From an optimization exercise on the open Yosys and OpenROAD flow, aimed at small area, a short achievable clock period and few clock cycles; shortcuts taken in it are not production practice.
Only simulation tests tie the RTL to the original design; equivalence was not proved.

==> inputs of job 5659 <==
Design mmu_4x4, start of the top module:
module mmu_4x4 (
    input logic rst_n,
    input logic clk,
    input  logic [127:0] new_weight_in,
    output logic new_weight_rdy,
    input  logic new_weight_push,
    input  logic [127:0] data_in,
    output logic data_in_rdy,
    input  logic data_in_push,
    output logic [511:0] acc_out,
    output logic acc_out_rdy,
    input  logic acc_out_pop,
    output logic weight_ld_rdy,
    input  logic weight_ld_start,
    output logic weight_ld_done,
    input  logic weight_swap,
    output logic mult_rdy,
    input  logic mult_start,
    output logic mult_done
);
==> flow/config.mk <==
export PLATFORM = sky130hd
export DESIGN_NAME = mmu_4x4
export DESIGN_NICKNAME = mmu_4x4
export VERILOG_FILES = /design/flow/design.v
export SDC_FILE = /design/flow/constraint.sdc
export NUM_CORES = 4
export LEC_CHECK = 0
export CAP_MARGIN = 20
export CORE_MARGIN = 2
export CORE_UTILIZATION = 40
export CTS_CLUSTER_DIAMETER = 60
export CTS_CLUSTER_SIZE = 30
export PLACE_DENSITY = 0.6
export SLEW_MARGIN = 20
export TNS_END_PERCENT = 5
==> flow/constraint.sdc <==
create_clock -name core_clock -period 10.0 [get_ports {clk}]
set_input_delay 2.0000 -clock core_clock [delete_from_list [all_inputs] [get_ports {clk}]]
set_output_delay 2.0000 -clock core_clock [all_outputs]
set_load 0.01 [all_outputs]
standard.sh (not shown) runs the stock make flow with config.mk's settings and CLKGATE_MAP_FILE= SYNTH_SCRIPT=/design/flow/synth_recipe.tcl, a recipe that flattens the netlist after the stock synthesis.
==> flow/flow/run.sh <==
#!/bin/bash
set -euo pipefail
export SETUP_SLACK_MARGIN=6.0
bash standard.sh > standard.log 2>&1
==> inputs of job 8001, as changes to job 5659 <==
- TNS_END_PERCENT: 5 -> not set
==> impl_results.md <==
- Global-route wire length before repair: 652000 um
- Slowest library cell on the worst path: fa_2
- R2R depth: 13
- Largest net degree at the start of global routing: 163
- Slowest cell delay on critical path: 0.58 ns
- Outcome: finished clean
the above is filed under job 8001

==> impl_results.md <==
- R2R depth: 8
- Sequential cell area share: 42.6%
- R2R setup slack: 5.77 ns
- Slowest library cell on the worst path: edfxtp_1
- Global-route wire length before repair: 650000 um
- Outcome: finished clean
- Met3 Use GR: 8.92%
the above is filed under job 5659

Testbench counts of job 5659, summed over its fixed seeds: cycles 445.
Testbench counts of job 8001, summed over its fixed seeds: cycles 445.

---

==> inputs of trial 81 <==
mmu_4x4 again, from the RTL that the note above started with.
Design mmu_4x4, start of the top module:
module mmu_4x4 (
    input logic rst_n,
    input logic clk,
    input  logic [127:0] new_weight_in,
    output logic new_weight_rdy,
    input  logic new_weight_push,
    input  logic [127:0] data_in,
    output logic data_in_rdy,
    input  logic data_in_push,
    output logic [511:0] acc_out,
    output logic acc_out_rdy,
    input  logic acc_out_pop,
    output logic weight_ld_rdy,
    input  logic weight_ld_start,
    output logic weight_ld_done,
    input  logic weight_swap,
    output logic mult_rdy,
    input  logic mult_start,
    output logic mult_done
);
  logic [3:0][3:0][17:0] acc;
  mmu mmu_unit (
      .rst_n(rst_n),
      .clk(clk),
      .new_weight_in(new_weight_in),
      .new_weight_rdy(new_weight_rdy),
      .new_weight_push(new_weight_push),
      .data_in(data_in),
      .data_in_rdy(data_in_rdy),
      .data_in_push(data_in_push),
      .acc_out(acc),
      .acc_out_rdy(acc_out_rdy),
      .acc_out_pop(acc_out_pop),
      .weight_ld_rdy(weight_ld_rdy),
      .weight_ld_start(weight_ld_start),
      .weight_ld_done(weight_ld_done),
      .weight_swap(weight_swap),
      .mult_rdy(mult_rdy),
      .mult_start(mult_start),
      .mult_done(mult_done)
  );
  for (genvar e = 0; e < 16; e++) begin : g_out
    assign acc_out[e*32+:32] = {14'b0, acc[e/4][e%4]};
  end
endmodule
Settings: LEC_CHECK=0, CAP_MARGIN=20, CORE_MARGIN=2, CORE_UTILIZATION=40, PLACE_DENSITY=0.6, SLEW_MARGIN=20; clock period 10.0 ns.
==> flow/flow/run.sh <==
#!/bin/bash
set -euo pipefail
export SETUP_SLACK_MARGIN=6.2
bash standard.sh > standard.log 2>&1
==> build 65: changes against trial 81 <==
==> flow/flow/run.sh (replaced) <==
#!/bin/bash
set -euo pipefail
export SETUP_SLACK_MARGIN=6.0
bash standard.sh > standard.log 2>&1
==> impl_metrics.json <==
{
  "finalNetCount": 11800,
  "final_cell_mix": "edfxtp_1 (1664), inv_1 (1068), mux2_2 (971), fa_1 (783), a22o_1 (490)",
  "dr_total_vias": 86200,
  "outcome": "no timing/DRC/antenna violations",
  "final_core_util_pct": 47.6,
  "worstSetupEndpoint": "mmu_unit.array_unit.r0j3_q1258$_DFF_P_",
  "buffer_area_share_pct": 7.55
}
That was trial 81.
==> impl_metrics.json <==
{
  "outcome": "no timing/DRC/antenna violations",
  "buffer_area_share_pct": 6.58,
  "dr_total_vias": 85600,
  "worstSetupEndpoint": "mmu_unit.array_unit.r1j3_q2563$_DFF_P_",
  "finalNetCount": 11700,
  "final_cell_mix": "edfxtp_1 (1664), inv_1 (1164), mux2_2 (974), fa_1 (943), clkdlybuf4s50_1 (550)"
}
That was build 65.
Testbench counts of trial 81, summed over its fixed seeds: cycles 445.
Testbench counts of build 65, summed over its fixed seeds: cycles 445.

==> port drivers added, routing unchanged <==
The results above use ideal ports. As a check the final layouts listed here were re-extracted and re-timed, cells and wires unchanged.
Step 1 (the two cells are an assumption about what drives the block):
set clk [get_ports {clk}]
set_driving_cell -lib_cell sky130_fd_sc_hd__clkbuf_16 $clk
set_driving_cell -lib_cell sky130_fd_sc_hd__buf_2 [delete_from_list [all_inputs] $clk]
Step 2, shift: input delay + t, output delay - t, t = (earliest + latest rising clock arrival at the registers) / 2. This alone moves slack from input paths to output paths.
Slacks: no drivers / after step 1 / after step 2; pairs: no drivers / after step 1.
| run | t (ns) | setup slack, ns | clock arrival spread, ns | worst register clock-pin slew, ns |
|---|---|---|---|---|
| job 5659 | 0.962 | 5.767 / 5.767 / 5.013 | 0.126 / 0.125 | 0.10 / 0.10 |
| job 8001 | 0.966 | 5.904 / 5.904 / 5.187 | 0.123 / 0.122 | 0.10 / 0.10 |
| trial 81 | 0.994 | 5.964 / 5.964 / 5.216 | 0.132 / 0.133 | 0.07 / 0.07 |
| build 65 | 1.004 | 5.926 / 5.926 / 5.165 | 0.137 / 0.137 | 0.07 / 0.07 |
After both steps setup and hold are still met in every run listed. The setup slack of build 65, which loses most, moves by 0.000 ns with the drivers and by -0.761 ns with both steps.
